Source: an optimization exercise on an open RTL-to-GDS flow (aim: small area, a short achievable clock period and few clock cycles per item). Production flows keep margins and buffers that such runs may drop. At most, simulation tests tie the RTL to the original design; equivalence was not proved. No functional check of the RTL was part of run 2. Power is estimated from default activity; no workload was simulated.

==> flow/design.v, too long to show whole: its modules and the start of the top module <==
// module matvecmult: 2220 lines
// module mv_fa: 4 lines
// module mv_xor3: 3 lines
// module mv_xor2: 3 lines
// module mv_xnor2: 3 lines
module matvecmult(
    CLK,
    RST,
    vector_x,
    vector_b,
    vector_y,
    Q,
    A,
    finish
);
  // ...
==> flow/run.sh <==
#!/bin/bash
# synth_recipe.tcl (not shown) runs the flow's synth.tcl, then flattens the netlist and writes it again
# the make line also repeats each setting of config.mk as NAME=value (left out here)
make -C /OpenROAD-flow-scripts/flow DESIGN_CONFIG=/design/flow/config.mk WORK_HOME=/design/flow/orfs CLKGATE_MAP_FILE= SYNTH_SCRIPT=/design/flow/synth_recipe.tcl finish
==> flow/config.mk <==
export PLATFORM = sky130hd
export DESIGN_NAME = matvecmult
export DESIGN_NICKNAME = matvecmult
export VERILOG_FILES = /design/flow/design.v
export SDC_FILE = /design/flow/constraint.sdc
export NUM_CORES = 4
export LEC_CHECK = 0
export CAP_MARGIN = 20
export CORE_MARGIN = 2
export CORE_UTILIZATION = 40
export SLEW_MARGIN = 20
export SYNTH_HIERARCHICAL = 1
export SYNTH_MINIMUM_KEEP_SIZE = 0
==> flow/constraint.sdc <==
create_clock -name core_clock -period 10.0 [get_ports {CLK}]
set_input_delay 2.0000 -clock core_clock [delete_from_list [all_inputs] [get_ports {CLK}]]
set_output_delay 2.0000 -clock core_clock [all_outputs]
set_load 0.01 [all_outputs]
==> impl_metrics.yaml, run 1 <==
worst_setup_path:
  critPathKind: "input pin to register"
  crit_arrival_ns: 4.75
  rr_worst_depth: 8
  cp-startpoint: "vector_x[120]"
power_and_ir_drop:
  pg_seq_mw: 2.69
  comb_power_share: 0.621
  intPower_mw: 5.33
  p_leak_nw: 7.83
global_routing:
  grtUsageTotal: 0.257
  overflow: 0
  grt_pass1_vias: 12900
  use_met1: 0.340
synthesis:
  ys_warn_count: 8
  synth.area.top_cells: "fa_1, edfxtp_1, nand2_1"
  synth_top_family_by_area: "adder cells"
layout:
  postLayoutCellArea_um2: 22300
  fillers: 3487
  inverters: 20
  seq_cells: 223
  antenna_cells: 0
  largestClassByArea: "multi-input combinational cells"
  buffers: 494
  stdcell_count: 2426
placed_design:
  dp_hpwl_um: 46600
  placed_cells: 2387
cts:
  cts_max_level: 1
  cts_sinks: 223
die:
  die_y_um: 205
  taps: 525
sta:
  slew_headroom: 0.358
  skew_ns: 0.0215
outcome:
  outcome: "timing/DRC/antenna clean"
hold_path:
  whs_path_depth: 0
drt:
  wl_per_cell_um: 22.2
Testbench counts, summed over its fixed seeds: cycles 43,200, items 2,400.
==> run 2: changes to the inputs <==
--- a/flow/design.v
+++ b/flow/design.v
@@ -21,5 +21,5 @@
 reg        slow;
-reg  [3:0] tag1;      
-reg  [3:0] tag2;      
-reg        done1;
+reg  [3:0] tag1;            
+reg  [2:1] val;          
+reg  [2:1] done;         
 reg        fin;
@@ -28,4 +28,5 @@
 integer    i;
-wire [3:0] a_w = {cnt[3:1], cnt[0] | rs};
-wire       fetched = cnt[4] & (cnt[0] == slow);    
+wire       skip = rs & ~slow;           
+wire [3:0] a_w = {cnt[3:1], cnt[0] | skip};
+wire       fetched = cnt[4];            
 assign A = a_w;
@@ -33,3 +34,3 @@
 always @(posedge CLK) begin
-    rs   <= RST;
+    rs <= RST;
     if (RST)
@@ -37,3 +38,3 @@
     tag1 <= a_w;
-    tag2 <= tag1;
+    val  <= {val, RST ? ~rs : ~fetched};
 end
@@ -41,10 +42,10 @@
     if (RST) begin
-        cnt   <= 5'd0;
-        done1 <= 1'b0;
-        fin   <= 1'b0;
+        cnt  <= 5'd0;
+        done <= {2{1'b0}};
+        fin  <= 1'b0;
     end else begin
         if (!fetched)
-            cnt <= cnt + (rs ? 5'd2 : 5'd1);
-        done1 <= fetched;
-        fin   <= done1;
+            cnt <= cnt + (skip ? 5'd2 : 5'd1);
+        done <= {done, fetched};
+        fin  <= done[1];
     end
@@ -937,3 +938,3 @@
 wire s880;
-wire c881;
+wire s881;
 wire s882;
@@ -1103,91 +1104,91 @@
 wire s1046;
-wire s1047;
-wire c1048;
-wire s1049;
-wire c1050;
-wire s1051;
-wire c1052;
-wire s1053;
-wire c1054;
-wire s1055;
-wire c1056;
-wire s1057;
-wire c1058;
-wire s1059;
-wire c1060;
-wire s1061;
-wire c1062;
-wire s1063;
-wire c1064;
-wire s1065;
-wire c1066;
-wire s1067;
-wire c1068;
-wire s1069;
-wire c1070;
-wire s1071;
-wire c1072;
-wire s1073;
-wire c1074;
-wire s1075;
-wire c1076;
-wire s1077;
-wire c1078;
-wire s1079;
-wire c1080;
-wire s1081;
-wire c1082;
-wire s1083;
-wire c1084;
-wire s1085;
-wire c1086;
-wire s1087;
-wire c1088;
-wire s1089;
-wire c1090;
-wire s1091;
-wire c1092;
-wire s1093;
-wire c1094;
-wire s1095;
-wire c1096;
-wire s1097;
-wire c1098;
-wire s1099;
-wire c1100;
-wire s1101;
-wire c1102;
-wire s1103;
-wire c1104;
-wire s1105;
-wire c1106;
-wire s1107;
-wire c1108;
-wire s1109;
-wire c1110;
-wire s1111;
-wire c1112;
-wire s1113;
-wire c1114;
-wire s1115;
-wire c1116;
-wire s1117;
-wire c1118;
-wire s1119;
-wire c1120;
-wire s1121;
-wire c1122;
-wire s1123;
-wire c1124;
-wire s1125;
-wire c1126;
-wire s1127;
-wire c1128;
-wire s1129;
-wire c1130;
-wire s1131;
-wire c1132;
-wire s1133;
-wire c1134;
-wire s1135;
+wire c1047;
+wire s1048;
+wire c1049;
+wire s1050;
+wire c1051;
+wire s1052;
+wire c1053;
+wire s1054;
+wire c1055;
+wire s1056;
+wire c1057;
+wire s1058;
+wire c1059;
+wire s1060;
+wire c1061;
+wire s1062;
+wire c1063;
+wire s1064;
+wire c1065;
+wire s1066;
+wire c1067;
+wire s1068;
+wire c1069;
+wire s1070;
+wire c1071;
+wire s1072;
+wire c1073;
+wire s1074;
+wire c1075;
+wire s1076;
+wire c1077;
+wire s1078;
+wire c1079;
+wire s1080;
+wire c1081;
+wire s1082;
+wire c1083;
+wire s1084;
+wire c1085;
+wire s1086;
+wire c1087;
+wire s1088;
+wire c1089;
+wire s1090;
+wire c1091;
+wire s1092;
+wire c1093;
+wire s1094;
+wire c1095;
+wire s1096;
+wire c1097;
+wire s1098;
+wire c1099;
+wire s1100;
+wire c1101;
+wire s1102;
+wire c1103;
+wire s1104;
+wire c1105;
+wire s1106;
+wire c1107;
+wire s1108;
+wire c1109;
+wire s1110;
+wire c1111;
+wire s1112;
+wire c1113;
+wire s1114;
+wire c1115;
+wire s1116;
+wire c1117;
+wire s1118;
+wire c1119;
+wire s1120;
+wire c1121;
+wire s1122;
+wire c1123;
+wire s1124;
+wire c1125;
+wire s1126;
+wire c1127;
+wire s1128;
+wire c1129;
+wire s1130;
+wire c1131;
+wire s1132;
+wire c1133;
+wire s1134;
+wire c1135;
 wire s1136;
@@ -1692,5 +1693,5 @@
 mv_fa us490 (.a(p58), .b(p64), .c(p8), .s(s490), .co(c491));
-mv_fa us492 (.a(p86), .b(p92), .c(c457), .s(s492), .co(c493));
-mv_fa us494 (.a(c459), .b(c461), .c(c463), .s(s494), .co(c495));
-mv_fa us496 (.a(c465), .b(bb450), .c(s472), .s(s496), .co(c497));
+mv_fa us492 (.a(p86), .b(p92), .c(bb450), .s(s492), .co(c493));
+mv_fa us494 (.a(c457), .b(c459), .c(c461), .s(s494), .co(c495));
+mv_fa us496 (.a(c463), .b(c465), .c(s472), .s(s496), .co(c497));
 mv_fa us498 (.a(s474), .b(s476), .c(s478), .s(s498), .co(c499));
@@ -1716,6 +1717,6 @@
 mv_fa us538 (.a(p9), .b(p93), .c(p98), .s(s538), .co(c539));
-mv_fa us540 (.a(c473), .b(c475), .c(c477), .s(s540), .co(c541));
-mv_fa us542 (.a(c479), .b(c481), .c(c483), .s(s542), .co(c543));
-mv_fa us544 (.a(c485), .b(c487), .c(c489), .s(s544), .co(c545));
-mv_fa us546 (.a(c491), .b(bb451), .c(s508), .s(s546), .co(c547));
+mv_fa us540 (.a(bb451), .b(c473), .c(c475), .s(s540), .co(c541));
+mv_fa us542 (.a(c477), .b(c479), .c(c481), .s(s542), .co(c543));
+mv_fa us544 (.a(c483), .b(c485), .c(c487), .s(s544), .co(c545));
+mv_fa us546 (.a(c489), .b(c491), .c(s508), .s(s546), .co(c547));
 mv_fa us548 (.a(s510), .b(s512), .c(s514), .s(s548), .co(c549));
@@ -1751,8 +1752,8 @@
 mv_fa us608 (.a(p75), .b(p88), .c(p94), .s(s608), .co(c609));
-mv_fa us610 (.a(p99), .b(c509), .c(c511), .s(s610), .co(c611));
-mv_fa us612 (.a(c513), .b(c515), .c(c517), .s(s612), .co(c613));
-mv_fa us614 (.a(c519), .b(c521), .c(c523), .s(s614), .co(c615));
-mv_fa us616 (.a(c525), .b(c527), .c(c529), .s(s616), .co(c617));
-mv_fa us618 (.a(c531), .b(c533), .c(c535), .s(s618), .co(c619));
-mv_fa us620 (.a(c537), .b(c539), .c(bb452), .s(s620), .co(c621));
+mv_fa us610 (.a(p99), .b(bb452), .c(c509), .s(s610), .co(c611));
+mv_fa us612 (.a(c511), .b(c513), .c(c515), .s(s612), .co(c613));
+mv_fa us614 (.a(c517), .b(c519), .c(c521), .s(s614), .co(c615));
+mv_fa us616 (.a(c523), .b(c525), .c(c527), .s(s616), .co(c617));
+mv_fa us618 (.a(c529), .b(c531), .c(c533), .s(s618), .co(c619));
+mv_fa us620 (.a(c535), .b(c537), .c(c539), .s(s620), .co(c621));
 mv_fa us622 (.a(s568), .b(s570), .c(s572), .s(s622), .co(c623));
@@ -1797,10 +1798,10 @@
 mv_fa us700 (.a(p72), .b(p76), .c(p79), .s(s700), .co(c701));
-mv_fa us702 (.a(p89), .b(p95), .c(c569), .s(s702), .co(c703));
-mv_fa us704 (.a(c571), .b(c573), .c(c575), .s(s704), .co(c705));
-mv_fa us706 (.a(c577), .b(c579), .c(c581), .s(s706), .co(c707));
-mv_fa us708 (.a(c583), .b(c585), .c(c587), .s(s708), .co(c709));
-mv_fa us710 (.a(c589), .b(c591), .c(c593), .s(s710), .co(c711));
-mv_fa us712 (.a(c595), .b(c597), .c(c599), .s(s712), .co(c713));
-mv_fa us714 (.a(c601), .b(c603), .c(c605), .s(s714), .co(c715));
-mv_fa us716 (.a(c607), .b(c609), .c(bb453), .s(s716), .co(c717));
+mv_fa us702 (.a(p89), .b(p95), .c(bb453), .s(s702), .co(c703));
+mv_fa us704 (.a(c569), .b(c571), .c(c573), .s(s704), .co(c705));
+mv_fa us706 (.a(c575), .b(c577), .c(c579), .s(s706), .co(c707));
+mv_fa us708 (.a(c581), .b(c583), .c(c585), .s(s708), .co(c709));
+mv_fa us710 (.a(c587), .b(c589), .c(c591), .s(s710), .co(c711));
+mv_fa us712 (.a(c593), .b(c595), .c(c597), .s(s712), .co(c713));
+mv_fa us714 (.a(c599), .b(c601), .c(c603), .s(s714), .co(c715));
+mv_fa us716 (.a(c605), .b(c607), .c(c609), .s(s716), .co(c717));
 mv_fa us718 (.a(s650), .b(s652), .c(s654), .s(s718), .co(c719));
@@ -1855,11 +1856,11 @@
 mv_fa us816 (.a(p82), .b(p90), .c(p96), .s(s816), .co(c817));
-mv_fa us818 (.a(c651), .b(c653), .c(c655), .s(s818), .co(c819));
-mv_fa us820 (.a(c657), .b(c659), .c(c661), .s(s820), .co(c821));
-mv_fa us822 (.a(c663), .b(c665), .c(c667), .s(s822), .co(c823));
-mv_fa us824 (.a(c669), .b(c671), .c(c673), .s(s824), .co(c825));
-mv_fa us826 (.a(c675), .b(c677), .c(c679), .s(s826), .co(c827));
-mv_fa us828 (.a(c681), .b(c683), .c(c685), .s(s828), .co(c829));
-mv_fa us830 (.a(c687), .b(c689), .c(c691), .s(s830), .co(c831));
-mv_fa us832 (.a(c693), .b(c695), .c(c697), .s(s832), .co(c833));
-mv_fa us834 (.a(c699), .b(c701), .c(bb454), .s(s834), .co(c835));
+mv_fa us818 (.a(bb454), .b(c651), .c(c653), .s(s818), .co(c819));
+mv_fa us820 (.a(c655), .b(c657), .c(c659), .s(s820), .co(c821));
+mv_fa us822 (.a(c661), .b(c663), .c(c665), .s(s822), .co(c823));
+mv_fa us824 (.a(c667), .b(c669), .c(c671), .s(s824), .co(c825));
+mv_fa us826 (.a(c673), .b(c675), .c(c677), .s(s826), .co(c827));
+mv_fa us828 (.a(c679), .b(c681), .c(c683), .s(s828), .co(c829));
+mv_fa us830 (.a(c685), .b(c687), .c(c689), .s(s830), .co(c831));
+mv_fa us832 (.a(c691), .b(c693), .c(c695), .s(s832), .co(c833));
+mv_fa us834 (.a(c697), .b(c699), .c(c701), .s(s834), .co(c835));
 mv_fa us836 (.a(s754), .b(s756), .c(s758), .s(s836), .co(c837));
@@ -1886,330 +1887,332 @@
 mv_fa us878 (.a(s848), .b(s850), .c(s852), .s(s878), .co(c879));
-mv_fa us880 (.a(s854), .b(c735), .c(c737), .s(s880), .co(c881));
-mv_xnor2 us882 (.a(p102), .b(p106), .s(s882));
-mv_xnor2 us883 (.a(p109), .b(p111), .s(s883));
-mv_xnor2 us884 (.a(p112), .b(p119), .s(s884));
-mv_xnor2 us885 (.a(p125), .b(p13), .s(s885));
-mv_xnor2 us886 (.a(p130), .b(p134), .s(s886));
-mv_xnor2 us887 (.a(p137), .b(p139), .s(s887));
-mv_xnor2 us888 (.a(p140), .b(p147), .s(s888));
-mv_xnor2 us889 (.a(p153), .b(p158), .s(s889));
-mv_xnor2 us890 (.a(p162), .b(p165), .s(s890));
-mv_xnor2 us891 (.a(p167), .b(p168), .s(s891));
-mv_xnor2 us892 (.a(p175), .b(p18), .s(s892));
-mv_xnor2 us893 (.a(p181), .b(p186), .s(s893));
-mv_xnor2 us894 (.a(p190), .b(p193), .s(s894));
-mv_xnor2 us895 (.a(p195), .b(p196), .s(s895));
-mv_xnor2 us896 (.a(p203), .b(p209), .s(s896));
-mv_xnor2 us897 (.a(p214), .b(p218), .s(s897));
-mv_xnor2 us898 (.a(p22), .b(p221), .s(s898));
-mv_xnor2 us899 (.a(p223), .b(p224), .s(s899));
-mv_xnor2 us900 (.a(p231), .b(p237), .s(s900));
-mv_xnor2 us901 (.a(p242), .b(p246), .s(s901));
-mv_xnor2 us902 (.a(p249), .b(p25), .s(s902));
-mv_xnor2 us903 (.a(p251), .b(p252), .s(s903));
-mv_xnor2 us904 (.a(p259), .b(p265), .s(s904));
-mv_xnor2 us905 (.a(p27), .b(p270), .s(s905));
-mv_xnor2 us906 (.a(p274), .b(p277), .s(s906));
-mv_xnor2 us907 (.a(p279), .b(p28), .s(s907));
-mv_xnor2 us908 (.a(p280), .b(p287), .s(s908));
-mv_xnor2 us909 (.a(p293), .b(p298), .s(s909));
-mv_xnor2 us910 (.a(p302), .b(p305), .s(s910));
-mv_xnor2 us911 (.a(p307), .b(p308), .s(s911));
-mv_xnor2 us912 (.a(p315), .b(p321), .s(s912));
-mv_xnor2 us913 (.a(p326), .b(p330), .s(s913));
-mv_xnor2 us914 (.a(p333), .b(p335), .s(s914));
-mv_xnor2 us915 (.a(p336), .b(p343), .s(s915));
-mv_xnor2 us916 (.a(p349), .b(p35), .s(s916));
-mv_xnor2 us917 (.a(p354), .b(p358), .s(s917));
-mv_xnor2 us918 (.a(p361), .b(p363), .s(s918));
-mv_xnor2 us919 (.a(p364), .b(p371), .s(s919));
-mv_xnor2 us920 (.a(p377), .b(p382), .s(s920));
-mv_xnor2 us921 (.a(p386), .b(p389), .s(s921));
-mv_xnor2 us922 (.a(p391), .b(p392), .s(s922));
-mv_xnor2 us923 (.a(p399), .b(p405), .s(s923));
-mv_xnor2 us924 (.a(p41), .b(p410), .s(s924));
-mv_xnor2 us925 (.a(p414), .b(p417), .s(s925));
-mv_xnor2 us926 (.a(p419), .b(p420), .s(s926));
-mv_xnor2 us927 (.a(p427), .b(p433), .s(s927));
-mv_xnor2 us928 (.a(p438), .b(p442), .s(s928));
-mv_xnor2 us929 (.a(p445), .b(p447), .s(s929));
-mv_xnor2 us930 (.a(p448), .b(p46), .s(s930));
-mv_xnor2 us931 (.a(p50), .b(p53), .s(s931));
-mv_xnor2 us932 (.a(p55), .b(p56), .s(s932));
-mv_xnor2 us933 (.a(p63), .b(p69), .s(s933));
-mv_xnor2 us934 (.a(p7), .b(p74), .s(s934));
-mv_xnor2 us935 (.a(p78), .b(p81), .s(s935));
-mv_xnor2 us936 (.a(p83), .b(p84), .s(s936));
-mv_xnor2 us937 (.a(p91), .b(p97), .s(s937));
-mv_xnor2 us938 (.a(s882), .b(s883), .s(s938));
-mv_xnor2 us939 (.a(s884), .b(s885), .s(s939));
-mv_xnor2 us940 (.a(s886), .b(s887), .s(s940));
-mv_xnor2 us941 (.a(s888), .b(s889), .s(s941));
-mv_xnor2 us942 (.a(s890), .b(s891), .s(s942));
-mv_xnor2 us943 (.a(s892), .b(s893), .s(s943));
-mv_xnor2 us944 (.a(s894), .b(s895), .s(s944));
-mv_xnor2 us945 (.a(s896), .b(s897), .s(s945));
-mv_xnor2 us946 (.a(s898), .b(s899), .s(s946));
-mv_xnor2 us947 (.a(s900), .b(s901), .s(s947));
-mv_xnor2 us948 (.a(s902), .b(s903), .s(s948));
-mv_xnor2 us949 (.a(s904), .b(s905), .s(s949));
-mv_xnor2 us950 (.a(s906), .b(s907), .s(s950));
-mv_xnor2 us951 (.a(s908), .b(s909), .s(s951));
-mv_xnor2 us952 (.a(s910), .b(s911), .s(s952));
-mv_xnor2 us953 (.a(s912), .b(s913), .s(s953));
-mv_xnor2 us954 (.a(s914), .b(s915), .s(s954));
-mv_xnor2 us955 (.a(s916), .b(s917), .s(s955));
-mv_xnor2 us956 (.a(s918), .b(s919), .s(s956));
-mv_xnor2 us957 (.a(s920), .b(s921), .s(s957));
-mv_xnor2 us958 (.a(s922), .b(s923), .s(s958));
-mv_xnor2 us959 (.a(s924), .b(s925), .s(s959));
-mv_xnor2 us960 (.a(s926), .b(s927), .s(s960));
-mv_xnor2 us961 (.a(s928), .b(s929), .s(s961));
-mv_xnor2 us962 (.a(s930), .b(s931), .s(s962));
-mv_xnor2 us963 (.a(s932), .b(s933), .s(s963));
-mv_xnor2 us964 (.a(s934), .b(s935), .s(s964));
-mv_xnor2 us965 (.a(s936), .b(s937), .s(s965));
-mv_xnor2 us966 (.a(c755), .b(c757), .s(s966));
-mv_xnor2 us967 (.a(c759), .b(c761), .s(s967));
-mv_xnor2 us968 (.a(c763), .b(c765), .s(s968));
-mv_xnor2 us969 (.a(c767), .b(c769), .s(s969));
-mv_xnor2 us970 (.a(c771), .b(c773), .s(s970));
-mv_xnor2 us971 (.a(c775), .b(c777), .s(s971));
-mv_xnor2 us972 (.a(c779), .b(c781), .s(s972));
-mv_xnor2 us973 (.a(c783), .b(c785), .s(s973));
-mv_xnor2 us974 (.a(c787), .b(c789), .s(s974));
-mv_xnor2 us975 (.a(c791), .b(c793), .s(s975));
-mv_xnor2 us976 (.a(c795), .b(c797), .s(s976));
-mv_xnor2 us977 (.a(c799), .b(c801), .s(s977));
-mv_xnor2 us978 (.a(c803), .b(c805), .s(s978));
-mv_xnor2 us979 (.a(c807), .b(c809), .s(s979));
-mv_xnor2 us980 (.a(c811), .b(c813), .s(s980));
-mv_xnor2 us981 (.a(c815), .b(c817), .s(s981));
-mv_xnor2 us982 (.a(bb455), .b(s938), .s(s982));
-mv_xnor2 us983 (.a(s939), .b(s940), .s(s983));
-mv_xnor2 us984 (.a(s941), .b(s942), .s(s984));
-mv_xnor2 us985 (.a(s943), .b(s944), .s(s985));
-mv_xnor2 us986 (.a(s945), .b(s946), .s(s986));
-mv_xnor2 us987 (.a(s947), .b(s948), .s(s987));
-mv_xnor2 us988 (.a(s949), .b(s950), .s(s988));
-mv_xnor2 us989 (.a(s951), .b(s952), .s(s989));
-mv_xnor2 us990 (.a(s953), .b(s954), .s(s990));
-mv_xnor2 us991 (.a(s955), .b(s956), .s(s991));
-mv_xnor2 us992 (.a(s957), .b(s958), .s(s992));
-mv_xnor2 us993 (.a(s959), .b(s960), .s(s993));
-mv_xnor2 us994 (.a(s961), .b(s962), .s(s994));
-mv_xnor2 us995 (.a(s963), .b(s964), .s(s995));
-mv_xnor2 us996 (.a(s965), .b(s966), .s(s996));
-mv_xnor2 us997 (.a(s967), .b(s968), .s(s997));
-mv_xnor2 us998 (.a(s969), .b(s970), .s(s998));
-mv_xnor2 us999 (.a(s971), .b(s972), .s(s999));
-mv_xnor2 us1000 (.a(s973), .b(s974), .s(s1000));
-mv_xnor2 us1001 (.a(s975), .b(s976), .s(s1001));
-mv_xnor2 us1002 (.a(s977), .b(s978), .s(s1002));
-mv_xnor2 us1003 (.a(s979), .b(s980), .s(s1003));
-mv_xnor2 us1004 (.a(s981), .b(s982), .s(s1004));
-mv_xnor2 us1005 (.a(s983), .b(s984), .s(s1005));
-mv_xnor2 us1006 (.a(s985), .b(s986), .s(s1006));
-mv_xnor2 us1007 (.a(s987), .b(s988), .s(s1007));
-mv_xnor2 us1008 (.a(s989), .b(s990), .s(s1008));
-mv_xnor2 us1009 (.a(s991), .b(s992), .s(s1009));
-mv_xnor2 us1010 (.a(s993), .b(s994), .s(s1010));
-mv_xnor2 us1011 (.a(s995), .b(c819), .s(s1011));
-mv_xnor2 us1012 (.a(c821), .b(c823), .s(s1012));
-mv_xnor2 us1013 (.a(c825), .b(c827), .s(s1013));
-mv_xnor2 us1014 (.a(c829), .b(c831), .s(s1014));
-mv_xnor2 us1015 (.a(c833), .b(c835), .s(s1015));
-mv_xnor2 us1016 (.a(c837), .b(c839), .s(s1016));
-mv_xnor2 us1017 (.a(c841), .b(c843), .s(s1017));
-mv_xnor2 us1018 (.a(c845), .b(c847), .s(s1018));
-mv_xnor2 us1019 (.a(c849), .b(c851), .s(s1019));
-mv_xnor2 us1020 (.a(c853), .b(c855), .s(s1020));
-mv_xnor2 us1021 (.a(s1000), .b(s1001), .s(s1021));
-mv_xnor2 us1022 (.a(s1002), .b(s1003), .s(s1022));
-mv_xnor2 us1023 (.a(s996), .b(s997), .s(s1023));
-mv_xnor2 us1024 (.a(s998), .b(s999), .s(s1024));
-mv_xnor2 us1025 (.a(s1004), .b(s1005), .s(s1025));
-mv_xnor2 us1026 (.a(s1006), .b(s1007), .s(s1026));
-mv_xnor2 us1027 (.a(s1008), .b(s1009), .s(s1027));
-mv_xnor2 us1028 (.a(s1010), .b(s1011), .s(s1028));
-mv_xnor2 us1029 (.a(s1012), .b(s1013), .s(s1029));
-mv_xnor2 us1030 (.a(s1014), .b(s1015), .s(s1030));
-mv_xnor2 us1031 (.a(s1016), .b(s1017), .s(s1031));
-mv_xnor2 us1032 (.a(s1018), .b(s1019), .s(s1032));
-mv_xnor2 us1033 (.a(s1020), .b(s1021), .s(s1033));
-mv_xnor2 us1034 (.a(s1022), .b(s1023), .s(s1034));
-mv_xnor2 us1035 (.a(s1024), .b(c857), .s(s1035));
-mv_xnor2 us1036 (.a(c859), .b(c861), .s(s1036));
-mv_xnor2 us1037 (.a(c863), .b(c865), .s(s1037));
-mv_xnor2 us1038 (.a(c867), .b(c869), .s(s1038));
-mv_xnor2 us1039 (.a(c871), .b(s1025), .s(s1039));
-mv_xnor2 us1040 (.a(s1026), .b(s1027), .s(s1040));
-mv_xnor2 us1041 (.a(s1028), .b(s1029), .s(s1041));
-mv_xnor2 us1042 (.a(c873), .b(c875), .s(s1042));
-mv_xnor2 us1043 (.a(c877), .b(c879), .s(s1043));
-mv_xnor2 us1044 (.a(s1030), .b(s1031), .s(s1044));
-mv_xnor2 us1045 (.a(s1032), .b(s1033), .s(s1045));
-mv_xnor2 us1046 (.a(s1034), .b(s1035), .s(s1046));
-mv_fa us1047 (.a(r1), .b(r2), .c(r3), .s(s1047), .co(c1048));
-mv_fa us1049 (.a(r4), .b(r5), .c(s1047), .s(s1049), .co(c1050));
-mv_fa us1051 (.a(r10), .b(r11), .c(r12), .s(s1051), .co(c1052));
-mv_fa us1053 (.a(r6), .b(r7), .c(r8), .s(s1053), .co(c1054));
-mv_fa us1055 (.a(r9), .b(c1048), .c(s1051), .s(s1055), .co(c1056));
-mv_fa us1057 (.a(s1053), .b(c1050), .c(s1055), .s(s1057), .co(c1058));
-mv_fa us1059 (.a(r13), .b(r14), .c(r15), .s(s1059), .co(c1060));
-mv_fa us1061 (.a(r16), .b(r17), .c(r18), .s(s1061), .co(c1062));
-mv_fa us1063 (.a(r19), .b(r20), .c(r21), .s(s1063), .co(c1064));
-mv_fa us1065 (.a(r22), .b(r23), .c(r24), .s(s1065), .co(c1066));
-mv_fa us1067 (.a(r25), .b(c1052), .c(c1054), .s(s1067), .co(c1068));
-mv_fa us1069 (.a(s1059), .b(s1061), .c(s1063), .s(s1069), .co(c1070));
-mv_fa us1071 (.a(s1065), .b(c1056), .c(s1067), .s(s1071), .co(c1072));
-mv_fa us1073 (.a(s1069), .b(s1071), .c(c1058), .s(s1073), .co(c1074));
-mv_fa us1075 (.a(r26), .b(r27), .c(r28), .s(s1075), .co(c1076));
-mv_fa us1077 (.a(r29), .b(r30), .c(r31), .s(s1077), .co(c1078));
-mv_fa us1079 (.a(r32), .b(r33), .c(r34), .s(s1079), .co(c1080));
-mv_fa us1081 (.a(r35), .b(r36), .c(r37), .s(s1081), .co(c1082));
-mv_fa us1083 (.a(r38), .b(r39), .c(r40), .s(s1083), .co(c1084));
-mv_fa us1085 (.a(r41), .b(r42), .c(r43), .s(s1085), .co(c1086));
-mv_fa us1087 (.a(c1060), .b(c1062), .c(c1064), .s(s1087), .co(c1088));
-mv_fa us1089 (.a(c1066), .b(s1075), .c(s1077), .s(s1089), .co(c1090));
-mv_fa us1091 (.a(s1079), .b(s1081), .c(s1083), .s(s1091), .co(c1092));
-mv_fa us1093 (.a(s1085), .b(c1068), .c(c1070), .s(s1093), .co(c1094));
-mv_fa us1095 (.a(s1087), .b(s1089), .c(s1091), .s(s1095), .co(c1096));
-mv_fa us1097 (.a(c1072), .b(s1093), .c(s1095), .s(s1097), .co(c1098));
-mv_xnor2 us1099 (.a(c1074), .b(s1097), .s(s1099));
-assign c1100 = c1074 | s1097;
-mv_fa us1101 (.a(r44), .b(r45), .c(r46), .s(s1101), .co(c1102));
-mv_fa us1103 (.a(r47), .b(r48), .c(r49), .s(s1103), .co(c1104));
-mv_fa us1105 (.a(r50), .b(r51), .c(r52), .s(s1105), .co(c1106));
-mv_fa us1107 (.a(r53), .b(r54), .c(r55), .s(s1107), .co(c1108));
-mv_fa us1109 (.a(r56), .b(r57), .c(r58), .s(s1109), .co(c1110));
-mv_fa us1111 (.a(r59), .b(r60), .c(r61), .s(s1111), .co(c1112));
-mv_fa us1113 (.a(r62), .b(r63), .c(r64), .s(s1113), .co(c1114));
-mv_fa us1115 (.a(c1076), .b(c1078), .c(c1080), .s(s1115), .co(c1116));
-mv_fa us1117 (.a(c1082), .b(c1084), .c(c1086), .s(s1117), .co(c1118));
-mv_fa us1119 (.a(s1101), .b(s1103), .c(s1105), .s(s1119), .co(c1120));
-mv_fa us1121 (.a(s1107), .b(s1109), .c(s1111), .s(s1121), .co(c1122));
-mv_fa us1123 (.a(s1113), .b(c1088), .c(c1090), .s(s1123), .co(c1124));
-mv_fa us1125 (.a(c1092), .b(s1115), .c(s1117), .s(s1125), .co(c1126));
-mv_fa us1127 (.a(s1119), .b(s1121), .c(c1094), .s(s1127), .co(c1128));
-mv_fa us1129 (.a(s1123), .b(s1125), .c(c1096), .s(s1129), .co(c1130));
-mv_fa us1131 (.a(s1127), .b(c1098), .c(s1129), .s(s1131), .co(c1132));
-mv_xnor2 us1133 (.a(c1100), .b(s1131), .s(s1133));
-assign c1134 = c1100 | s1131;
-mv_xnor2 us1135 (.a(r65), .b(r66), .s(s1135));
-mv_xnor2 us1136 (.a(r67), .b(r68), .s(s1136));
-mv_xnor2 us1137 (.a(r69), .b(r70), .s(s1137));
-mv_xnor2 us1138 (.a(r71), .b(r72), .s(s1138));
-mv_xnor2 us1139 (.a(r73), .b(r74), .s(s1139));
-mv_xnor2 us1140 (.a(r75), .b(r76), .s(s1140));
-mv_xnor2 us1141 (.a(s1135), .b(s1136), .s(s1141));
-mv_xnor2 us1142 (.a(s1137), .b(s1138), .s(s1142));
-mv_xnor2 us1143 (.a(s1139), .b(s1140), .s(s1143));
-mv_xnor2 us1144 (.a(c1102), .b(c1104), .s(s1144));
-mv_xnor2 us1145 (.a(c1106), .b(c1108), .s(s1145));
-mv_xnor2 us1146 (.a(c1110), .b(c1112), .s(s1146));
-mv_xnor2 us1147 (.a(c1114), .b(s1141), .s(s1147));
-mv_xnor2 us1148 (.a(s1142), .b(s1143), .s(s1148));
-mv_xnor2 us1149 (.a(s1144), .b(s1145), .s(s1149));
-mv_xnor2 us1150 (.a(s1146), .b(s1147), .s(s1150));
-mv_xnor2 us1151 (.a(s1148), .b(c1116), .s(s1151));
-mv_xnor2 us1152 (.a(c1118), .b(c1120), .s(s1152));
-mv_xnor2 us1153 (.a(c1122), .b(s1149), .s(s1153));
+mv_xnor2 us880 (.a(p102), .b(p106), .s(s880));
+mv_xnor2 us881 (.a(p109), .b(p111), .s(s881));
+mv_xnor2 us882 (.a(p112), .b(p119), .s(s882));
+mv_xnor2 us883 (.a(p125), .b(p13), .s(s883));
+mv_xnor2 us884 (.a(p130), .b(p134), .s(s884));
+mv_xnor2 us885 (.a(p137), .b(p139), .s(s885));
+mv_xnor2 us886 (.a(p140), .b(p147), .s(s886));
+mv_xnor2 us887 (.a(p153), .b(p158), .s(s887));
+mv_xnor2 us888 (.a(p162), .b(p165), .s(s888));
+mv_xnor2 us889 (.a(p167), .b(p168), .s(s889));
+mv_xnor2 us890 (.a(p175), .b(p18), .s(s890));
+mv_xnor2 us891 (.a(p181), .b(p186), .s(s891));
+mv_xnor2 us892 (.a(p190), .b(p193), .s(s892));
+mv_xnor2 us893 (.a(p195), .b(p196), .s(s893));
+mv_xnor2 us894 (.a(p203), .b(p209), .s(s894));
+mv_xnor2 us895 (.a(p214), .b(p218), .s(s895));
+mv_xnor2 us896 (.a(p22), .b(p221), .s(s896));
+mv_xnor2 us897 (.a(p223), .b(p224), .s(s897));
+mv_xnor2 us898 (.a(p231), .b(p237), .s(s898));
+mv_xnor2 us899 (.a(p242), .b(p246), .s(s899));
+mv_xnor2 us900 (.a(p249), .b(p25), .s(s900));
+mv_xnor2 us901 (.a(p251), .b(p252), .s(s901));
+mv_xnor2 us902 (.a(p259), .b(p265), .s(s902));
+mv_xnor2 us903 (.a(p27), .b(p270), .s(s903));
+mv_xnor2 us904 (.a(p274), .b(p277), .s(s904));
+mv_xnor2 us905 (.a(p279), .b(p28), .s(s905));
+mv_xnor2 us906 (.a(p280), .b(p287), .s(s906));
+mv_xnor2 us907 (.a(p293), .b(p298), .s(s907));
+mv_xnor2 us908 (.a(p302), .b(p305), .s(s908));
+mv_xnor2 us909 (.a(p307), .b(p308), .s(s909));
+mv_xnor2 us910 (.a(p315), .b(p321), .s(s910));
+mv_xnor2 us911 (.a(p326), .b(p330), .s(s911));
+mv_xnor2 us912 (.a(p333), .b(p335), .s(s912));
+mv_xnor2 us913 (.a(p336), .b(p343), .s(s913));
+mv_xnor2 us914 (.a(p349), .b(p35), .s(s914));
+mv_xnor2 us915 (.a(p354), .b(p358), .s(s915));
+mv_xnor2 us916 (.a(p361), .b(p363), .s(s916));
+mv_xnor2 us917 (.a(p364), .b(p371), .s(s917));
+mv_xnor2 us918 (.a(p377), .b(p382), .s(s918));
+mv_xnor2 us919 (.a(p386), .b(p389), .s(s919));
+mv_xnor2 us920 (.a(p391), .b(p392), .s(s920));
+mv_xnor2 us921 (.a(p399), .b(p405), .s(s921));
+mv_xnor2 us922 (.a(p41), .b(p410), .s(s922));
+mv_xnor2 us923 (.a(p414), .b(p417), .s(s923));
+mv_xnor2 us924 (.a(p419), .b(p420), .s(s924));
+mv_xnor2 us925 (.a(p427), .b(p433), .s(s925));
+mv_xnor2 us926 (.a(p438), .b(p442), .s(s926));
+mv_xnor2 us927 (.a(p445), .b(p447), .s(s927));
+mv_xnor2 us928 (.a(p448), .b(p46), .s(s928));
+mv_xnor2 us929 (.a(p50), .b(p53), .s(s929));
+mv_xnor2 us930 (.a(p55), .b(p56), .s(s930));
+mv_xnor2 us931 (.a(p63), .b(p69), .s(s931));
+mv_xnor2 us932 (.a(p7), .b(p74), .s(s932));
+mv_xnor2 us933 (.a(p78), .b(p81), .s(s933));
+mv_xnor2 us934 (.a(p83), .b(p84), .s(s934));
+mv_xnor2 us935 (.a(p91), .b(p97), .s(s935));
+mv_xnor2 us936 (.a(s880), .b(s881), .s(s936));
+mv_xnor2 us937 (.a(s882), .b(s883), .s(s937));
+mv_xnor2 us938 (.a(s884), .b(s885), .s(s938));
+mv_xnor2 us939 (.a(s886), .b(s887), .s(s939));
+mv_xnor2 us940 (.a(s888), .b(s889), .s(s940));
+mv_xnor2 us941 (.a(s890), .b(s891), .s(s941));
+mv_xnor2 us942 (.a(s892), .b(s893), .s(s942));
+mv_xnor2 us943 (.a(s894), .b(s895), .s(s943));
+mv_xnor2 us944 (.a(s896), .b(s897), .s(s944));
+mv_xnor2 us945 (.a(s898), .b(s899), .s(s945));
+mv_xnor2 us946 (.a(s900), .b(s901), .s(s946));
+mv_xnor2 us947 (.a(s902), .b(s903), .s(s947));
+mv_xnor2 us948 (.a(s904), .b(s905), .s(s948));
+mv_xnor2 us949 (.a(s906), .b(s907), .s(s949));
+mv_xnor2 us950 (.a(s908), .b(s909), .s(s950));
+mv_xnor2 us951 (.a(s910), .b(s911), .s(s951));
+mv_xnor2 us952 (.a(s912), .b(s913), .s(s952));
+mv_xnor2 us953 (.a(s914), .b(s915), .s(s953));
+mv_xnor2 us954 (.a(s916), .b(s917), .s(s954));
+mv_xnor2 us955 (.a(s918), .b(s919), .s(s955));
+mv_xnor2 us956 (.a(s920), .b(s921), .s(s956));
+mv_xnor2 us957 (.a(s922), .b(s923), .s(s957));
+mv_xnor2 us958 (.a(s924), .b(s925), .s(s958));
+mv_xnor2 us959 (.a(s926), .b(s927), .s(s959));
+mv_xnor2 us960 (.a(s928), .b(s929), .s(s960));
+mv_xnor2 us961 (.a(s930), .b(s931), .s(s961));
+mv_xnor2 us962 (.a(s932), .b(s933), .s(s962));
+mv_xnor2 us963 (.a(s934), .b(s935), .s(s963));
+mv_xnor2 us964 (.a(s936), .b(s937), .s(s964));
+mv_xnor2 us965 (.a(s938), .b(s939), .s(s965));
+mv_xnor2 us966 (.a(s940), .b(s941), .s(s966));
+mv_xnor2 us967 (.a(s942), .b(s943), .s(s967));
+mv_xnor2 us968 (.a(s944), .b(s945), .s(s968));
+mv_xnor2 us969 (.a(s946), .b(s947), .s(s969));
+mv_xnor2 us970 (.a(s948), .b(s949), .s(s970));
+mv_xnor2 us971 (.a(s950), .b(s951), .s(s971));
+mv_xnor2 us972 (.a(s952), .b(s953), .s(s972));
+mv_xnor2 us973 (.a(s954), .b(s955), .s(s973));
+mv_xnor2 us974 (.a(s956), .b(s957), .s(s974));
+mv_xnor2 us975 (.a(s958), .b(s959), .s(s975));
+mv_xnor2 us976 (.a(s960), .b(s961), .s(s976));
+mv_xnor2 us977 (.a(s962), .b(s963), .s(s977));
+mv_xnor2 us978 (.a(bb455), .b(c755), .s(s978));
+mv_xnor2 us979 (.a(c757), .b(c759), .s(s979));
+mv_xnor2 us980 (.a(c761), .b(c763), .s(s980));
+mv_xnor2 us981 (.a(c765), .b(c767), .s(s981));
+mv_xnor2 us982 (.a(c769), .b(c771), .s(s982));
+mv_xnor2 us983 (.a(c773), .b(c775), .s(s983));
+mv_xnor2 us984 (.a(c777), .b(c779), .s(s984));
+mv_xnor2 us985 (.a(c781), .b(c783), .s(s985));
+mv_xnor2 us986 (.a(c785), .b(c787), .s(s986));
+mv_xnor2 us987 (.a(c789), .b(c791), .s(s987));
+mv_xnor2 us988 (.a(c793), .b(c795), .s(s988));
+mv_xnor2 us989 (.a(c797), .b(c799), .s(s989));
+mv_xnor2 us990 (.a(c801), .b(c803), .s(s990));
+mv_xnor2 us991 (.a(c805), .b(c807), .s(s991));
+mv_xnor2 us992 (.a(c809), .b(c811), .s(s992));
+mv_xnor2 us993 (.a(c813), .b(c815), .s(s993));
+mv_xnor2 us994 (.a(c817), .b(s964), .s(s994));
+mv_xnor2 us995 (.a(s965), .b(s966), .s(s995));
+mv_xnor2 us996 (.a(s967), .b(s968), .s(s996));
+mv_xnor2 us997 (.a(s969), .b(s970), .s(s997));
+mv_xnor2 us998 (.a(s971), .b(s972), .s(s998));
+mv_xnor2 us999 (.a(s973), .b(s974), .s(s999));
+mv_xnor2 us1000 (.a(s975), .b(s976), .s(s1000));
+mv_xnor2 us1001 (.a(s977), .b(s978), .s(s1001));
+mv_xnor2 us1002 (.a(s979), .b(s980), .s(s1002));
+mv_xnor2 us1003 (.a(s981), .b(s982), .s(s1003));
+mv_xnor2 us1004 (.a(s983), .b(s984), .s(s1004));
+mv_xnor2 us1005 (.a(s985), .b(s986), .s(s1005));
+mv_xnor2 us1006 (.a(s987), .b(s988), .s(s1006));
+mv_xnor2 us1007 (.a(s989), .b(s990), .s(s1007));
+mv_xnor2 us1008 (.a(s991), .b(s992), .s(s1008));
+mv_xnor2 us1009 (.a(s993), .b(s1000), .s(s1009));
+mv_xnor2 us1010 (.a(s994), .b(s995), .s(s1010));
+mv_xnor2 us1011 (.a(s996), .b(s997), .s(s1011));
+mv_xnor2 us1012 (.a(s998), .b(s999), .s(s1012));
+mv_xnor2 us1013 (.a(s1001), .b(s1002), .s(s1013));
+mv_xnor2 us1014 (.a(s1003), .b(s1004), .s(s1014));
+mv_xnor2 us1015 (.a(s1005), .b(s1006), .s(s1015));
+mv_xnor2 us1016 (.a(s1007), .b(s1008), .s(s1016));
+mv_xnor2 us1017 (.a(c819), .b(c821), .s(s1017));
+mv_xnor2 us1018 (.a(c823), .b(c825), .s(s1018));
+mv_xnor2 us1019 (.a(c827), .b(c829), .s(s1019));
+mv_xnor2 us1020 (.a(c831), .b(c833), .s(s1020));
+mv_xnor2 us1021 (.a(c835), .b(c837), .s(s1021));
+mv_xnor2 us1022 (.a(c839), .b(c841), .s(s1022));
+mv_xnor2 us1023 (.a(c843), .b(c845), .s(s1023));
+mv_xnor2 us1024 (.a(c847), .b(c849), .s(s1024));
+mv_xnor2 us1025 (.a(c851), .b(c853), .s(s1025));
+mv_xnor2 us1026 (.a(c855), .b(s1009), .s(s1026));
+mv_xnor2 us1027 (.a(s1010), .b(s1011), .s(s1027));
+mv_xnor2 us1028 (.a(s1012), .b(s1013), .s(s1028));
+mv_xnor2 us1029 (.a(s1014), .b(s1015), .s(s1029));
+mv_xnor2 us1030 (.a(s1016), .b(s1017), .s(s1030));
+mv_xnor2 us1031 (.a(s1018), .b(s1019), .s(s1031));
+mv_xnor2 us1032 (.a(s1020), .b(s1021), .s(s1032));
+mv_xnor2 us1033 (.a(s1022), .b(s1023), .s(s1033));
+mv_xnor2 us1034 (.a(s1024), .b(s1025), .s(s1034));
+mv_xnor2 us1035 (.a(s1026), .b(s1027), .s(s1035));
+mv_xnor2 us1036 (.a(s1028), .b(s1029), .s(s1036));
+mv_xnor2 us1037 (.a(s1030), .b(s1031), .s(s1037));
+mv_xnor2 us1038 (.a(c857), .b(c859), .s(s1038));
+mv_xnor2 us1039 (.a(c861), .b(s1032), .s(s1039));
+mv_xnor2 us1040 (.a(s1033), .b(s1034), .s(s1040));
+mv_xnor2 us1041 (.a(s1035), .b(c863), .s(s1041));
+mv_xnor2 us1042 (.a(c865), .b(c867), .s(s1042));
+mv_xnor2 us1043 (.a(c869), .b(c871), .s(s1043));
+mv_xnor2 us1044 (.a(c873), .b(c875), .s(s1044));
+mv_xnor2 us1045 (.a(c877), .b(c879), .s(s1045));
+mv_fa us1046 (.a(k1_1), .b(k1_2), .c(k1_3), .s(s1046), .co(c1047));
+mv_fa us1048 (.a(k1_4), .b(k1_5), .c(s1046), .s(s1048), .co(c1049));
+mv_fa us1050 (.a(k1_10), .b(k1_11), .c(k1_12), .s(s1050), .co(c1051));
+mv_fa us1052 (.a(k1_6), .b(k1_7), .c(k1_8), .s(s1052), .co(c1053));
+mv_fa us1054 (.a(k1_9), .b(c1047), .c(s1050), .s(s1054), .co(c1055));
+mv_fa us1056 (.a(s1052), .b(c1049), .c(s1054), .s(s1056), .co(c1057));
+mv_fa us1058 (.a(k1_13), .b(k1_14), .c(k1_15), .s(s1058), .co(c1059));
+mv_fa us1060 (.a(k1_16), .b(k1_17), .c(k1_18), .s(s1060), .co(c1061));
+mv_fa us1062 (.a(k1_19), .b(k1_20), .c(k1_21), .s(s1062), .co(c1063));
+mv_fa us1064 (.a(k1_22), .b(k1_23), .c(k1_24), .s(s1064), .co(c1065));
+mv_fa us1066 (.a(k1_25), .b(c1051), .c(c1053), .s(s1066), .co(c1067));
+mv_fa us1068 (.a(s1058), .b(s1060), .c(s1062), .s(s1068), .co(c1069));
+mv_fa us1070 (.a(s1064), .b(c1055), .c(s1066), .s(s1070), .co(c1071));
+mv_fa us1072 (.a(s1068), .b(c1057), .c(s1070), .s(s1072), .co(c1073));
+mv_fa us1074 (.a(k1_26), .b(k1_27), .c(k1_28), .s(s1074), .co(c1075));
+mv_fa us1076 (.a(k1_29), .b(k1_30), .c(k1_31), .s(s1076), .co(c1077));
+mv_fa us1078 (.a(k1_32), .b(k1_33), .c(k1_34), .s(s1078), .co(c1079));
+mv_fa us1080 (.a(k1_35), .b(k1_36), .c(k1_37), .s(s1080), .co(c1081));
+mv_fa us1082 (.a(k1_38), .b(k1_39), .c(k1_40), .s(s1082), .co(c1083));
+mv_fa us1084 (.a(k1_41), .b(k1_42), .c(k1_43), .s(s1084), .co(c1085));
+mv_fa us1086 (.a(c1059), .b(c1061), .c(c1063), .s(s1086), .co(c1087));
+mv_fa us1088 (.a(c1065), .b(s1074), .c(s1076), .s(s1088), .co(c1089));
+mv_fa us1090 (.a(s1078), .b(s1080), .c(s1082), .s(s1090), .co(c1091));
+mv_fa us1092 (.a(s1084), .b(c1067), .c(c1069), .s(s1092), .co(c1093));
+mv_fa us1094 (.a(s1086), .b(s1088), .c(s1090), .s(s1094), .co(c1095));
+mv_fa us1096 (.a(c1071), .b(s1092), .c(s1094), .s(s1096), .co(c1097));
+mv_xnor2 us1098 (.a(c1073), .b(s1096), .s(s1098));
+assign c1099 = c1073 | s1096;
+mv_fa us1100 (.a(k1_44), .b(k1_45), .c(k1_46), .s(s1100), .co(c1101));
+mv_fa us1102 (.a(k1_47), .b(k1_48), .c(k1_49), .s(s1102), .co(c1103));
+mv_fa us1104 (.a(k1_50), .b(k1_51), .c(k1_52), .s(s1104), .co(c1105));
+mv_fa us1106 (.a(k1_53), .b(k1_54), .c(k1_55), .s(s1106), .co(c1107));
+mv_fa us1108 (.a(k1_56), .b(k1_57), .c(k1_58), .s(s1108), .co(c1109));
+mv_fa us1110 (.a(k1_59), .b(k1_60), .c(k1_61), .s(s1110), .co(c1111));
+mv_fa us1112 (.a(k1_62), .b(k1_63), .c(k1_64), .s(s1112), .co(c1113));
+mv_fa us1114 (.a(k1_65), .b(k1_66), .c(c1075), .s(s1114), .co(c1115));
+mv_fa us1116 (.a(c1077), .b(c1079), .c(c1081), .s(s1116), .co(c1117));
+mv_fa us1118 (.a(c1083), .b(c1085), .c(s1100), .s(s1118), .co(c1119));
+mv_fa us1120 (.a(s1102), .b(s1104), .c(s1106), .s(s1120), .co(c1121));
+mv_fa us1122 (.a(s1108), .b(s1110), .c(s1112), .s(s1122), .co(c1123));
+mv_fa us1124 (.a(c1087), .b(c1089), .c(c1091), .s(s1124), .co(c1125));
+mv_fa us1126 (.a(s1114), .b(s1116), .c(s1118), .s(s1126), .co(c1127));
+mv_fa us1128 (.a(s1120), .b(s1122), .c(c1093), .s(s1128), .co(c1129));
+mv_fa us1130 (.a(c1095), .b(s1124), .c(s1126), .s(s1130), .co(c1131));
+mv_fa us1132 (.a(s1128), .b(c1097), .c(s1130), .s(s1132), .co(c1133));
+mv_xnor2 us1134 (.a(c1099), .b(s1132), .s(s1134));
+assign c1135 = c1099 | s1132;
+mv_xnor2 us1136 (.a(k1_67), .b(k1_68), .s(s1136));
+mv_xnor2 us1137 (.a(k1_69), .b(k1_70), .s(s1137));
+mv_xnor2 us1138 (.a(k1_71), .b(k1_72), .s(s1138));
+mv_xnor2 us1139 (.a(k1_73), .b(k1_74), .s(s1139));
+mv_xnor2 us1140 (.a(k1_75), .b(k1_76), .s(s1140));
+mv_xnor2 us1141 (.a(s1136), .b(s1137), .s(s1141));
+mv_xnor2 us1142 (.a(s1138), .b(s1139), .s(s1142));
+mv_xnor2 us1143 (.a(s1140), .b(s1141), .s(s1143));
+mv_xnor2 us1144 (.a(s1142), .b(c1101), .s(s1144));
+mv_xnor2 us1145 (.a(c1103), .b(c1105), .s(s1145));
+mv_xnor2 us1146 (.a(c1107), .b(c1109), .s(s1146));
+mv_xnor2 us1147 (.a(c1111), .b(c1113), .s(s1147));
+mv_xnor2 us1148 (.a(s1143), .b(s1144), .s(s1148));
+mv_xnor2 us1149 (.a(s1145), .b(s1146), .s(s1149));
+mv_xnor2 us1150 (.a(s1147), .b(s1148), .s(s1150));
+mv_xnor2 us1151 (.a(s1149), .b(c1115), .s(s1151));
+mv_xnor2 us1152 (.a(c1117), .b(c1119), .s(s1152));
+mv_xnor2 us1153 (.a(c1121), .b(c1123), .s(s1153));
 mv_xnor2 us1154 (.a(s1150), .b(s1151), .s(s1154));
 mv_xnor2 us1155 (.a(s1152), .b(s1153), .s(s1155));
-mv_xnor2 us1156 (.a(c1124), .b(c1126), .s(s1156));
-mv_xnor2 us1157 (.a(s1154), .b(s1155), .s(s1157));
-mv_xnor2 us1158 (.a(s1156), .b(c1128), .s(s1158));
-mv_xnor2 us1159 (.a(s1157), .b(c1130), .s(s1159));
-mv_xnor2 us1160 (.a(s1158), .b(s1159), .s(s1160));
-mv_xnor2 us1161 (.a(c1132), .b(s1160), .s(s1161));
-mv_xnor2 us1162 (.a(c1134), .b(s1161), .s(s1162));
-reg [76:0] cut;
-wire r0 = cut[0];
-wire r1 = cut[1];
-wire r2 = cut[2];
-wire r3 = cut[3];
-wire r4 = cut[4];
-wire r5 = cut[5];
-wire r6 = cut[6];
-wire r7 = cut[7];
-wire r8 = cut[8];
-wire r9 = cut[9];
-wire r10 = cut[10];
-wire r11 = cut[11];
-wire r12 = cut[12];
-wire r13 = cut[13];
-wire r14 = cut[14];
-wire r15 = cut[15];
-wire r16 = cut[16];
-wire r17 = cut[17];
-wire r18 = cut[18];
-wire r19 = cut[19];
-wire r20 = cut[20];
-wire r21 = cut[21];
-wire r22 = cut[22];
-wire r23 = cut[23];
-wire r24 = cut[24];
-wire r25 = cut[25];
-wire r26 = cut[26];
-wire r27 = cut[27];
-wire r28 = cut[28];
-wire r29 = cut[29];
-wire r30 = cut[30];
-wire r31 = cut[31];
-wire r32 = cut[32];
-wire r33 = cut[33];
-wire r34 = cut[34];
-wire r35 = cut[35];
-wire r36 = cut[36];
-wire r37 = cut[37];
-wire r38 = cut[38];
-wire r39 = cut[39];
-wire r40 = cut[40];
-wire r41 = cut[41];
-wire r42 = cut[42];
-wire r43 = cut[43];
-wire r44 = cut[44];
-wire r45 = cut[45];
-wire r46 = cut[46];
-wire r47 = cut[47];
-wire r48 = cut[48];
-wire r49 = cut[49];
-wire r50 = cut[50];
-wire r51 = cut[51];
-wire r52 = cut[52];
-wire r53 = cut[53];
-wire r54 = cut[54];
-wire r55 = cut[55];
-wire r56 = cut[56];
-wire r57 = cut[57];
-wire r58 = cut[58];
-wire r59 = cut[59];
-wire r60 = cut[60];
-wire r61 = cut[61];
-wire r62 = cut[62];
-wire r63 = cut[63];
-wire r64 = cut[64];
-wire r65 = cut[65];
-wire r66 = cut[66];
-wire r67 = cut[67];
-wire r68 = cut[68];
-wire r69 = cut[69];
-wire r70 = cut[70];
-wire r71 = cut[71];
-wire r72 = cut[72];
-wire r73 = cut[73];
-wire r74 = cut[74];
-wire r75 = cut[75];
-wire r76 = cut[76];
+mv_xnor2 us1156 (.a(s1154), .b(s1155), .s(s1156));
+mv_xnor2 us1157 (.a(c1125), .b(c1127), .s(s1157));
+mv_xnor2 us1158 (.a(s1156), .b(s1157), .s(s1158));
+mv_xnor2 us1159 (.a(c1129), .b(s1158), .s(s1159));
+mv_xnor2 us1160 (.a(c1131), .b(s1159), .s(s1160));
+mv_xnor2 us1161 (.a(s1160), .b(c1133), .s(s1161));
+mv_xnor2 us1162 (.a(s1161), .b(c1135), .s(s1162));
+reg [76:0] cut1;
+wire k1_0 = cut1[0];
+wire k1_1 = cut1[1];
+wire k1_2 = cut1[2];
+wire k1_3 = cut1[3];
+wire k1_4 = cut1[4];
+wire k1_5 = cut1[5];
+wire k1_6 = cut1[6];
+wire k1_7 = cut1[7];
+wire k1_8 = cut1[8];
+wire k1_9 = cut1[9];
+wire k1_10 = cut1[10];
+wire k1_11 = cut1[11];
+wire k1_12 = cut1[12];
+wire k1_13 = cut1[13];
+wire k1_14 = cut1[14];
+wire k1_15 = cut1[15];
+wire k1_16 = cut1[16];
+wire k1_17 = cut1[17];
+wire k1_18 = cut1[18];
+wire k1_19 = cut1[19];
+wire k1_20 = cut1[20];
+wire k1_21 = cut1[21];
+wire k1_22 = cut1[22];
+wire k1_23 = cut1[23];
+wire k1_24 = cut1[24];
+wire k1_25 = cut1[25];
+wire k1_26 = cut1[26];
+wire k1_27 = cut1[27];
+wire k1_28 = cut1[28];
+wire k1_29 = cut1[29];
+wire k1_30 = cut1[30];
+wire k1_31 = cut1[31];
+wire k1_32 = cut1[32];
+wire k1_33 = cut1[33];
+wire k1_34 = cut1[34];
+wire k1_35 = cut1[35];
+wire k1_36 = cut1[36];
+wire k1_37 = cut1[37];
+wire k1_38 = cut1[38];
+wire k1_39 = cut1[39];
+wire k1_40 = cut1[40];
+wire k1_41 = cut1[41];
+wire k1_42 = cut1[42];
+wire k1_43 = cut1[43];
+wire k1_44 = cut1[44];
+wire k1_45 = cut1[45];
+wire k1_46 = cut1[46];
+wire k1_47 = cut1[47];
+wire k1_48 = cut1[48];
+wire k1_49 = cut1[49];
+wire k1_50 = cut1[50];
+wire k1_51 = cut1[51];
+wire k1_52 = cut1[52];
+wire k1_53 = cut1[53];
+wire k1_54 = cut1[54];
+wire k1_55 = cut1[55];
+wire k1_56 = cut1[56];
+wire k1_57 = cut1[57];
+wire k1_58 = cut1[58];
+wire k1_59 = cut1[59];
+wire k1_60 = cut1[60];
+wire k1_61 = cut1[61];
+wire k1_62 = cut1[62];
+wire k1_63 = cut1[63];
+wire k1_64 = cut1[64];
+wire k1_65 = cut1[65];
+wire k1_66 = cut1[66];
+wire k1_67 = cut1[67];
+wire k1_68 = cut1[68];
+wire k1_69 = cut1[69];
+wire k1_70 = cut1[70];
+wire k1_71 = cut1[71];
+wire k1_72 = cut1[72];
+wire k1_73 = cut1[73];
+wire k1_74 = cut1[74];
+wire k1_75 = cut1[75];
+wire k1_76 = cut1[76];
+always @(posedge CLK)
+    cut1 <= {s1045, s1044, s1043, s1042, s1041, s1040, s1039, s1038, s1037, s1036, s878, s876, s874, s872, s870, s868, s866, s864, s862, c753, c751, c749, s860, s858, s856, c747, c745, c743, c741, c739, c737, c735, s854, s752, s750, s748, s746, s744, s742, s740, s738, c649, c647, s736, s734, c645, c643, c641, c639, c637, s732, s648, s646, s644, s642, s640, s638, c567, c565, s636, c563, c561, c559, s634, s566, s564, s562, s560, s558, c507, c505, s506, s504, c471, s502, s500, s470};
+reg b0_1;
+always @(posedge CLK)
+    b0_1 <= bsel[0];
+wire [6:0] sum = ~{s1162, s1134, s1098, s1072, s1056, s1048, k1_0};
 always @(posedge CLK) begin
-    cut <= {s1046, s1045, s1044, s1043, s1042, c881, s1041, s1040, s1039, s1038, s1037, s1036, s880, s878, s876, s874, s872, c753, c751, c749, s870, s868, s866, s864, s862, s860, s858, s856, c747, c745, c743, c741, c739, s752, s750, s748, c649, c647, c645, s746, s744, s742, s740, s738, s736, s734, c643, c641, c639, c637, s732, s648, s646, s644, c567, c565, s642, s640, s638, s636, c563, c561, c559, s634, s566, s564, c507, s562, s560, s558, c505, s506, c471, s504, s502, s500, s470};
-end
-reg b0r;
-always @(posedge CLK) b0r <= bsel[0];
-wire [6:0] sum = ~{s1162, s1133, s1099, s1073, s1057, s1049, r0};
-always @(posedge CLK) begin
-    for (i = 0; i < 16; i = i + 1)
-        if (tag2 == i)
-            y_r[i] <= {sum, b0r};
+    if (val[2]) begin
+        for (i = 0; i < 15; i = i + 1)
+            y_r[i] <= y_r[i + 1];
+        y_r[15] <= {sum, b0_1};
+    end
 end
@@ -2224,8 +2227,2 @@
 endmodule
-module mv_xor3(input a, input b, input c, output s);
-assign s = a ^ b ^ c;
-endmodule
-module mv_xor2(input a, input b, output s);
-assign s = a ^ b;
-endmodule
 module mv_xnor2(input a, input b, output s);
==> flow/flow/run.sh (new file) <==
#!/bin/bash
set -euo pipefail
export BUFFER_PORTS_ARGS="-buffer_cell sky130_fd_sc_hd__buf_1"
bash standard.sh > standard_make.log 2>&1
==> flow/standard.sh (new file) <==
#!/bin/bash
# synth_recipe.tcl (not shown) runs the flow's synth.tcl, then flattens the netlist and writes it again
# the make line also repeats each setting of config.mk as NAME=value (left out here)
make -C /OpenROAD-flow-scripts/flow DESIGN_CONFIG=/design/flow/config.mk WORK_HOME=/design/flow/orfs CLKGATE_MAP_FILE= SYNTH_SCRIPT=/design/flow/synth_recipe.tcl "${@:-finish}"
removed: flow/run.sh
==> impl_metrics.yaml, run 2 <==
drt:
  drc_errors: 0
  drt-vias-per-instance: 4.99
  first_pass_iters: 5
  wl_per_cell_um: 20.6
  vias: 12000
  drt_wl_total_um: 49400
  drt_iter0_markers: 712
  ant_nets: 0
synthesis:
  syn_inst: 1361
  synth_edf_count: 129
  synth_top_area_frac: 0.321
  yosysMostFrequentCell: "nand2_1"
  synth_area_leader_cell: "fa_1"
  synth_area_per_cell_um2: 11.7
  synth_common_cells: "nand2_1, fa_1, xnor2_1, edfxtp_1, dfxtp_1"
  synth.distinct_cells: 60
  synth-seq-cells: 221
  synth.area.top_cells: "fa_1, edfxtp_1, nand2_1"
  synth_area_um2: 15900
  synth-main-ff-cell: "edfxtp_1"
  synth_async_sr_flop_share: 0.0317
  ys_seq_area_frac: 0.361
  mappedNetlistNets: 2006
  ys_warn_count: 8
cts:
  cts_tree: "done"
  root_buffer: "clkbuf_16"
  clk_latency_ns: 0.50
  post_cts_resized: 0
  cts_sinks: 221
  cts_max_level: 1
  clkTransAtPathRegs_ns: 0.06
  cts_setup_buffers: 0
  tritoncts.num_buffers: 24
  hold_buffers: 0
  clockBufferDepth: 3
die:
  chipWidth_um: 204
  die_y_um: 204
  fp-row-count: 73
  design.die.area_um2: 41500
  pin_count: 519
  coreArea_um2: 39500
  initial_core_util: 0.403
sta:
  tightest_slew_ns: 0.959
  rsz0062_at_grt: "false"
  slew_headroom: 0.356
  max_freq_mhz: 228
  min_period_over_period: 0.438
  period_minus_slack_ns: 4.38
  tns_ns: 0
  maxSlewViolCount: 0
  hold_slack_ns: 0.325
  final_hold_viol_count: 0
  skew_ns: 0.00958
  setup_viol: 0
global_routing:
  grt_start_max_net_pins: 94
  grtUsageTotal: 0.238
  grt_pass1_wl_um: 74100
  grt_pass1_vias: 12600
  overflow: 0
  antenna_found_initial: 1
worst_setup_path:
  worst_ep_required_time_ns: 10.43
  reg2reg_slack_ns: 6.40
  crit_fanout: 6
  crit_end: "cut1[72]"
  cp-end-kind: "register"
  r2r-end: "y_r[15][7]"
  cp-startpoint: "Q[17]"
  rr_worst_depth: 8
  crit_path_start_kind: "input pin"
  critPathKind: "input pin to register"
  crit_arrival_ns: 4.81
  r2r_start: "cut1[26]"
placed_design:
  placed_area_um2: 18300
  place.gp.congestion: 0.947
  numPortBuffers: 486
  dp_hpwl_um: 42500
  placed_cells: 2353
layout:
  largest_reg_flops: 128
  fin_nets: 2499
  final_cell_mix: "buf_1, nand2_1, fa_1"
  fillers: 3724
  drive_gt1_frac: 0.0331
  stdcell_count: 2397
  antenna_cells: 0
  postLayoutCellArea_um2: 19100
  final_common_cell: "buf_1"
  biggestRegsByFlops: "y_r: 128 flops, cut1: 77 flops, cnt: 5 flops"
  largest-register: "y_r"
  area.growth.synth_to_final_pct: 19.8
power_and_ir_drop:
  power.density_nw_per_um2: 365
  clock_power_share: 0.124
  ir_drop_mv: 1.01
  p_leak_nw: 6.49
  p_seq_frac: 0.245
  swShare: 0.405
  intPower_mw: 4.15
  netSwitchingPower_mw: 2.83
  comb_power_share: 0.632
run:
  cap_viol_max_count: 0
outcome:
  outcome: "timing/DRC/antenna clean"
hold_path:
  hp-start: "val[1]"
  hold_path_class: "register to register"
run 2: modules after synthesis (local to each module, per instance):
| module | cells inside | flip-flops and latches | cell area (um2) |
|---|---|---|---|
| mv_fa | 1 | 0 | 20.0 |
| mv_xnor2 | 1 | 0 | 8.76 |
| matvecmult | 911 | 221 | 9130 |
run 2: cell type report:
| type | count | area, um2 | share of cell area |
|---|---|---|---|
| timing repair buffer | 491 | 1870 | 0.0977 |
| tap | 525 | 657 | 0.0344 |
| clock buffer | 26 | 629 | 0.0329 |
| clock inverter | 18 | 155 | 0.00812 |
| inverter | 20 | 75.1 | 0.00393 |
| multi-input combinational | 1096 | 9960 | 0.522 |
| sequential | 221 | 5760 | 0.301 |
run 2: cell families (layout without fill, tap and decap cells):
group,Yosys count,in the layout,synth area share
AO/OA/AOI/OAI,85,85,0.0372
AND/OR/NAND/NOR,525,525,0.130
multiplexers,30,30,0.0257
buffers and inverters,44,555,0.0144
adder cells (fa/ha/maj),259,259,0.324
flip-flops,221,221,0.361
XOR/XNOR,197,197,0.108
run 2: worst min path at each step:
stage                     endpoint  slack, ns  cells past startpoint
after floorplan             val[2]       0.31                      0
after global placement      val[2]       0.31                      0
after detailed placement    val[2]       0.31                      0
after CTS                   val[2]       0.33                      0
after global routing        val[2]       0.33                      0
final                       val[2]       0.32                      0
run 2: per-layer routing:
| metal | global-route usage | share of wire | up-vias |
|---|---|---|---|
| met5 | 0 | 0.00022 | - |
| met4 | 0.0761 | 0.033 | 2 |
| met3 | 0.0369 | 0.067 | 80 |
| met2 | 0.413 | 0.50 | 497 |
| met1 | 0.307 | 0.40 | 5976 |
| li1 | - | - | 5415 |
run 2: critical path: stages:
cell     delay [ns]
buf_1          0.36
nand2_1        0.12
xnor2_1        0.78
xnor2_1        0.19
xnor2_1        0.18
xnor2_1        0.40
xnor2_1        0.15
xnor2_1        0.31
xnor2_1        0.17
xnor2_1        0.13
run 2: power by group through the flow:
stage	registers, mW	clock network, mW	logic [mW]
after floorplan	1.77	0	3.34
after global placement	1.73	0	4.36
after detailed placement	1.74	0	4.45
after CTS	1.72	0.889	4.45
after global routing	1.74	0.925	4.96
final	1.71	0.863	4.41
run 2: through the flow:
stage | power (mW) | worst slack [ns] | util
2_1_floorplan | 5.11 | 6.01 | -
3_3_place_gp | 6.09 | 5.27 | 0.463
3_5_place_dp | 6.18 | 5.24 | 0.463
4_1_cts | 7.06 | 5.75 | 0.483
5_1_grt | 7.63 | 5.63 | 0.483
6_report | 6.98 | 5.62 | 0.483

-- separate check: timing with driven ports --
In the flow no input, the clock included, has a driving cell. The finished layouts below were timed again as built, in two steps.
Step 1, drivers: a clkbuf_16 drives CLK and a buf_2 each remaining input, both assumed.
Step 2 also shifts input and output timing later by t, the mid clock arrival at the registers, as if the neighbouring blocks saw the same clock.
a / b / c = ideal / step 1 / step 2; a / b = the first two.
run	shift t [ns]	setup slack, ns	worst hold slack (ns)	pins driven straight from the clock port
run 1	0.548	5.635 / 5.658 / 5.109	0.348 / 0.348 / 0.348	1
run 2	0.546	5.621 / 5.642 / 5.096	0.325 / 0.325 / 0.325	1
After both steps every run listed still meets setup and hold. The setup slack of run 1, which loses most, moves by +0.023 ns with the drivers and by -0.526 ns with both steps.
